This is an optimization exercise on Yosys and OpenROAD, whose aim is small area, not a production implementation. Function was checked by simulation only, so behaviour that the tests miss may differ from the original.

Design cordic_pipeline, start of the top module:
module cordic_pipeline(
    input  wire         clk,
    input  wire         rst,
    input  wire         valid_in,
    input  wire  signed [15:0] x_in,
    input  wire  signed [15:0] y_in,
    output reg   signed [15:0] magnitude,
    output reg          valid
);
    wire [15:0] x0 = x_in;
    wire        s0 = y_in[15];
    wire [15:0] u0 = y_in ^ {16{~y_in[15]}};
    wire [15:0] xo1 = ~(u0 >> 0) & 16'hffff;
    wire [15:0] ad1a = x0, ad1b = xo1;
    wire [15:0] ad1g = ad1a & ad1b, ad1p = ad1a ^ ad1b;
    wire [16:0] ad1c;
    assign ad1c[0] = s0;
    wire ad1G1 = ad1g[1] | (ad1p[1] & (ad1g[0] | (ad1p[0] & ad1c[0])));
    wire ad1G2 = ad1g[3] | (ad1p[3] & ad1g[2]);
    wire ad1P2 = ad1p[3] & ad1p[2];
    wire ad1G3 = ad1g[5] | (ad1p[5] & ad1g[4]);
    wire ad1P3 = ad1p[5] & ad1p[4];
    wire ad1G4 = ad1g[7] | (ad1p[7] & ad1g[6]);
    wire ad1P4 = ad1p[7] & ad1p[6];
    wire ad1G5 = ad1g[9] | (ad1p[9] & ad1g[8]);
    wire ad1P5 = ad1p[9] & ad1p[8];
    wire ad1G6 = ad1g[11] | (ad1p[11] & ad1g[10]);
    wire ad1P6 = ad1p[11] & ad1p[10];
    wire ad1G7 = ad1g[13] | (ad1p[13] & ad1g[12]);
    wire ad1P7 = ad1p[13] & ad1p[12];
    wire ad1G8 = ad1g[15] | (ad1p[15] & ad1g[14]);
    wire ad1P8 = ad1p[15] & ad1p[14];
    wire ad1G9 = ad1G2 | (ad1P2 & ad1G1);
    wire ad1G10 = ad1G4 | (ad1P4 & ad1G3);
    wire ad1P10 = ad1P4 & ad1P3;
    wire ad1G11 = ad1G6 | (ad1P6 & ad1G5);
    wire ad1P11 = ad1P6 & ad1P5;
    wire ad1G12 = ad1G8 | (ad1P8 & ad1G7);
    wire ad1P12 = ad1P8 & ad1P7;
    wire ad1G13 = ad1G10 | (ad1P10 & ad1G9);
    wire ad1G14 = ad1G12 | (ad1P12 & ad1G11);
    wire ad1P14 = ad1P12 & ad1P11;
    wire ad1G15 = ad1G14 | (ad1P14 & ad1G13);
    wire ad1G16 = ad1G11 | (ad1P11 & ad1G13);
    wire ad1G17 = ad1G3 | (ad1P3 & ad1G9);
    wire ad1G18 = ad1G5 | (ad1P5 & ad1G13);
    wire ad1G19 = ad1G7 | (ad1P7 & ad1G16);
    wire ad1G20 = ad1g[2] | (ad1p[2] & ad1G1);
    wire ad1G21 = ad1g[4] | (ad1p[4] & ad1G9);
    wire ad1G22 = ad1g[6] | (ad1p[6] & ad1G17);
    wire ad1G23 = ad1g[8] | (ad1p[8] & ad1G13);
    wire ad1G24 = ad1g[10] | (ad1p[10] & ad1G18);
    wire ad1G25 = ad1g[12] | (ad1p[12] & ad1G16);
    wire ad1G26 = ad1g[14] | (ad1p[14] & ad1G19);
  ...
For scale: ~2,100 cells after synthesis, roughly 430 flip-flops, about 52 I/O pins.
export LEC_CHECK = 0
export ABC_AREA = 1
export CAP_MARGIN = 20
export CORE_MARGIN = 2
export CORE_UTILIZATION = 60
export CTS_BUF_LIST = sky130_fd_sc_hd__clkbuf_8
export CTS_CLUSTER_DIAMETER = 60
export CTS_CLUSTER_SIZE = 20
export PLACE_DENSITY = 0.7
export SLEW_MARGIN = 20
export SYNTH_HIERARCHICAL = 1
export SYNTH_MINIMUM_KEEP_SIZE = 0
create_clock -name core_clock -period 5.0 [get_ports {clk}]
standard.sh (not shown) runs the stock make flow with config.mk's settings and CLKGATE_MAP_FILE= SYNTH_SCRIPT=/design/flow/synth_recipe.tcl, a recipe that flattens the netlist after the stock synthesis.
==> flow/flow/run.sh <==
#!/bin/bash
set -euo pipefail
CTS="-sink_clustering_enable -repair_clock_nets -dont_use_dummy_load"
CTS="$CTS -buf_list sky130_fd_sc_hd__clkbuf_4 -sink_clustering_size 12 -sink_clustering_max_diameter 45"
bash standard.sh "CTS_ARGS=$CTS" "BUFFER_PORTS_ARGS=-buffer_cell sky130_fd_sc_hd__buf_1" RECOVER_POWER=100 finish > flow_make.log 2>&1
The baseline finished clean.
Change:
--- a/flow/flow/run.sh
+++ b/flow/flow/run.sh
@@ -4 +4 @@
-CTS="$CTS -buf_list sky130_fd_sc_hd__clkbuf_4 -sink_clustering_size 12 -sink_clustering_max_diameter 45"
+CTS="$CTS -buf_list sky130_fd_sc_hd__clkbuf_8 -sink_clustering_size 20 -sink_clustering_max_diameter 60"
Result: Worst hold slack is better by 0.032 ns; design area came out higher by 0.39%; setup slack is better by 0.012 ns; via count came out lower by 0.55%; global-route usage hardly moves; sequential share of layout area came out lower by 0.14 points; routed wire length barely changes; count of clock-buffer cells in the layout came out lower by 14; cell count came out lower by 0.61%.


## before
Another version of the RTL of cordic_pipeline (not shown whole).
For scale: about 1900 cells after synthesis, about 430 flip-flops, roughly 52 I/O pins, roughly 22000 µm² of cells after synthesis.
clock: 5.0 ns
lec_check: 0
cap_margin: 20
core_margin: 2
core_utilization: 60
cts_buf_list: sky130_fd_sc_hd__clkbuf_8
cts_cluster_diameter: 60
cts_cluster_size: 20
place_density: 0.7
slew_margin: 20
synth_hierarchical: 1
synth_minimum_keep_size: 0
==> flow/flow/run.sh <==
#!/bin/bash
set -euo pipefail
CTS="-sink_clustering_enable -repair_clock_nets -dont_use_dummy_load"
CTS="$CTS -buf_list sky130_fd_sc_hd__clkbuf_8 -sink_clustering_size 20 -sink_clustering_max_diameter 60"
bash standard.sh "CTS_ARGS=$CTS" "BUFFER_PORTS_ARGS=-buffer_cell sky130_fd_sc_hd__buf_1" RECOVER_POWER=100 finish > flow_make.log 2>&1
before reached the final stage; the timing, design-rule and antenna checks on its layout passed.
## Diff of input files: after against before
==> flow/flow/run.sh <==
#!/bin/bash
set -euo pipefail
CTS="-sink_clustering_enable -repair_clock_nets -dont_use_dummy_load"
CTS="$CTS -buf_list sky130_fd_sc_hd__clkbuf_8 -sink_clustering_size 20 -sink_clustering_max_diameter 60"
bash standard.sh "CTS_ARGS=$CTS" finish > flow_make.log 2>&1
==> results.txt <==
Global-route wire length before repair on after is down relative to before. Between after and before, the count of mapped cells out of synthesis figures differ only marginally. before was smaller in final cell area than after.


Setup of job 6153:
Starting RTL as in the previous note.
Settings: LEC_CHECK=0, CAP_MARGIN=20, CORE_MARGIN=2, CORE_UTILIZATION=60, CTS_BUF_LIST=sky130_fd_sc_hd__clkbuf_8, CTS_CLUSTER_DIAMETER=60, CTS_CLUSTER_SIZE=20, PLACE_DENSITY=0.7, SLEW_MARGIN=20, SYNTH_HIERARCHICAL=1, SYNTH_MINIMUM_KEEP_SIZE=0; clock period 5.0 ns.
==> flow/flow/run.sh <==
#!/bin/bash
set -euo pipefail
CTS="-sink_clustering_enable -repair_clock_nets -dont_use_dummy_load"
CTS="$CTS -buf_list sky130_fd_sc_hd__clkbuf_8 -sink_clustering_size 20 -sink_clustering_max_diameter 60"
bash standard.sh "CTS_ARGS=$CTS" "BUFFER_PORTS_ARGS=-buffer_cell sky130_fd_sc_hd__buf_1" finish > flow_make.log 2>&1
Inputs modified between job 6153 and job 3675:
- a change of PLACE_DENSITY from 0.7 to 0.82
- a change of CORE_UTILIZATION from 60 to 72
## What came out
Job 3675 finished all stages; the layout is clean.
From job 3675 to job 6153, cell area after synthesis did not move at all.
Count of clock buffers in the final design (higher): job 6153
Total routing resource utilization after global routing ended up 4.7 points higher on job 3675 than on job 6153.
[compare] base=job 6153 new=job 3675: global routing usage on met3 shows no meaningful change, die area shows a reduction of about 16%.
Summary — final instance area, job 3675 relative to job 6153: lower, by 0.38%.
### job 3675 -> job 7530
- changing CORE_UTILIZATION from 72 to 60
- changing PLACE_DENSITY from 0.82 to 0.7
==> flow/flow/run.sh <==
#!/bin/bash
set -euo pipefail
CTS="-sink_clustering_enable -repair_clock_nets -dont_use_dummy_load"
CTS="$CTS -buf_list {sky130_fd_sc_hd__clkbuf_4 sky130_fd_sc_hd__clkbuf_8} -sink_clustering_size 16 -sink_clustering_max_diameter 50"
bash standard.sh "CTS_ARGS=$CTS" "BUFFER_PORTS_ARGS=-buffer_cell sky130_fd_sc_hd__buf_1" finish > flow_make.log 2>&1
--- outcome ---
Number of tapcells in job 7530 vs job 3675: up 72
There was hardly any difference in final critical-path setup slack between job 7530 and job 3675.
[compare] base=job 3675 new=job 7530: area of the core rose about 20%; worst clock skew rose 0.028 ns; routed wire length fell about 5%.
#### Input delta (job 6383 over job 7530)
==> flow/run.sh (new file) <==
#!/bin/bash
# synth_recipe.tcl (not shown) runs the flow's synth.tcl, then flattens the netlist and writes it again
# the make line also repeats each setting of config.mk as NAME=value (left out here)
make -C /OpenROAD-flow-scripts/flow DESIGN_CONFIG=/design/flow/config.mk WORK_HOME=/design/flow/orfs CLKGATE_MAP_FILE= SYNTH_SCRIPT=/design/flow/synth_recipe.tcl finish
removed: flow/flow/run.sh
removed: flow/standard.sh
==> comparison <==
From job 7530 to job 6383 the numbers moved as follows: share of the core filled with cells went up; post-route worst hold slack went up; total length of routed met3 wires went down; number of standard cells in the layout, taps in and fillers out went up.
Input-level comparison between job 451 and job 6383:
==> flow/flow/run.sh (new file) <==
#!/bin/bash
set -euo pipefail
CTS="-sink_clustering_enable -repair_clock_nets -dont_use_dummy_load"
CTS="$CTS -buf_list sky130_fd_sc_hd__clkbuf_16 -sink_clustering_size 28 -sink_clustering_max_diameter 70"
bash standard.sh "CTS_ARGS=$CTS" "BUFFER_PORTS_ARGS=-buffer_cell sky130_fd_sc_hd__buf_1" finish > flow_make.log 2>&1
==> flow/standard.sh (new file) <==
#!/bin/bash
# synth_recipe.tcl (not shown) runs the flow's synth.tcl, then flattens the netlist and writes it again
# the make line also repeats each setting of config.mk as NAME=value (left out here)
make -C /OpenROAD-flow-scripts/flow DESIGN_CONFIG=/design/flow/config.mk WORK_HOME=/design/flow/orfs CLKGATE_MAP_FILE= SYNTH_SCRIPT=/design/flow/synth_recipe.tcl "${@:-finish}"
removed: flow/run.sh
### Flow results
Diff job 6383 -> job 451: count of placed standard cells in the final layout, fillers left out -about 1.3%; relative area change from synthesis to final layout -1.5 points; register-to-register path setup slack -0.02 ns. Summary — final instance area, job 451 relative to job 6383: lower, by 330 µm².


== the baseline ==
Starting RTL as in the previous note.
clock: 5.0 ns
lec_check: 0
cap_margin: 20
core_margin: 2
core_utilization: 60
cts_buf_list: sky130_fd_sc_hd__clkbuf_8
cts_cluster_diameter: 60
cts_cluster_size: 20
place_density: 0.7
slew_margin: 20
synth_hierarchical: 1
synth_minimum_keep_size: 0
==> flow/flow/run.sh <==
#!/bin/bash
set -euo pipefail
CTS="-sink_clustering_enable -repair_clock_nets -dont_use_dummy_load"
CTS="$CTS -buf_list sky130_fd_sc_hd__clkbuf_8 -sink_clustering_size 20 -sink_clustering_max_diameter 60"
bash standard.sh "CTS_ARGS=$CTS" "BUFFER_PORTS_ARGS=-buffer_cell sky130_fd_sc_hd__buf_1" RECOVER_POWER=100 finish > flow_make.log 2>&1
Input changes introduced in the candidate (baseline for comparison: the baseline):
- SLEW_MARGIN: 20 -> 5
- CAP_MARGIN: 20 -> 5
diff --git a/flow/flow/run.sh b/flow/flow/run.sh
--- a/flow/flow/run.sh
+++ b/flow/flow/run.sh
@@ -5 +5 @@
-bash standard.sh "CTS_ARGS=$CTS" "BUFFER_PORTS_ARGS=-buffer_cell sky130_fd_sc_hd__buf_1" RECOVER_POWER=100 finish > flow_make.log 2>&1
+bash standard.sh "CTS_ARGS=$CTS" "BUFFER_PORTS_ARGS=-buffer_cell sky130_fd_sc_hd__buf_1" finish > flow_make.log 2>&1
--- outcome ---
On design area, the candidate and the baseline are basically level.
Diff the baseline -> the candidate: maximum frequency level; non-clock buffer count level.
The candidate went all the way through the flow, and no timing, DRC or antenna check failed.

==> port drivers added, routing unchanged <==
In the flow no input, the clock included, has a driving cell. The finished layouts below were timed again as built, in two steps.
Step 1 assumes that a clkbuf_16 drives the clock port and a buf_2 every other input.
Step 2 times the ports against the registers' clock, not the clock port: input delays grow and output delays shrink by t, the midpoint of the rising clock arrivals with the driver on.
Slacks: no drivers / after step 1 / after step 2; pairs: no drivers / after step 1.
run | t (ns) | setup WS [ns] | slew at the worst register clock pin (ns)
the first run of note 1 | 0.724 | 0.222 / 0.222 / 0.134 | 0.12 / 0.12
the second run of note 1 | 0.579 | 0.234 / 0.234 / 0.116 | 0.11 / 0.11
before | 0.590 | 0.090 / 0.041 / 0.126 | 0.12 / 0.12
after | 0.583 | 0.081 / 0.031 / -0.086 | 0.12 / 0.12
job 6153 | 0.589 | 0.084 / 0.036 / 0.149 | 0.12 / 0.12
job 3675 | 0.637 | 0.082 / 0.034 / 0.045 | 0.12 / 0.12
job 7530 | 0.634 | 0.083 / 0.034 / 0.162 | 0.10 / 0.10
job 6383 | 0.605 | 0.089 / 0.039 / -0.072 | 0.12 / 0.12
job 451 | 0.615 | 0.061 / 0.008 / 0.153 | 0.10 / 0.10
the baseline | 0.590 | 0.090 / 0.041 / 0.126 | 0.12 / 0.12
the candidate | 0.590 | 0.082 / 0.034 / 0.142 | 0.12 / 0.12
With both steps, setup timing fails in after and job 6383, where it was met with ideal ports. For after, which loses most, drivers alone change the setup slack by -0.050 ns; drivers and shift together by -0.167 ns.
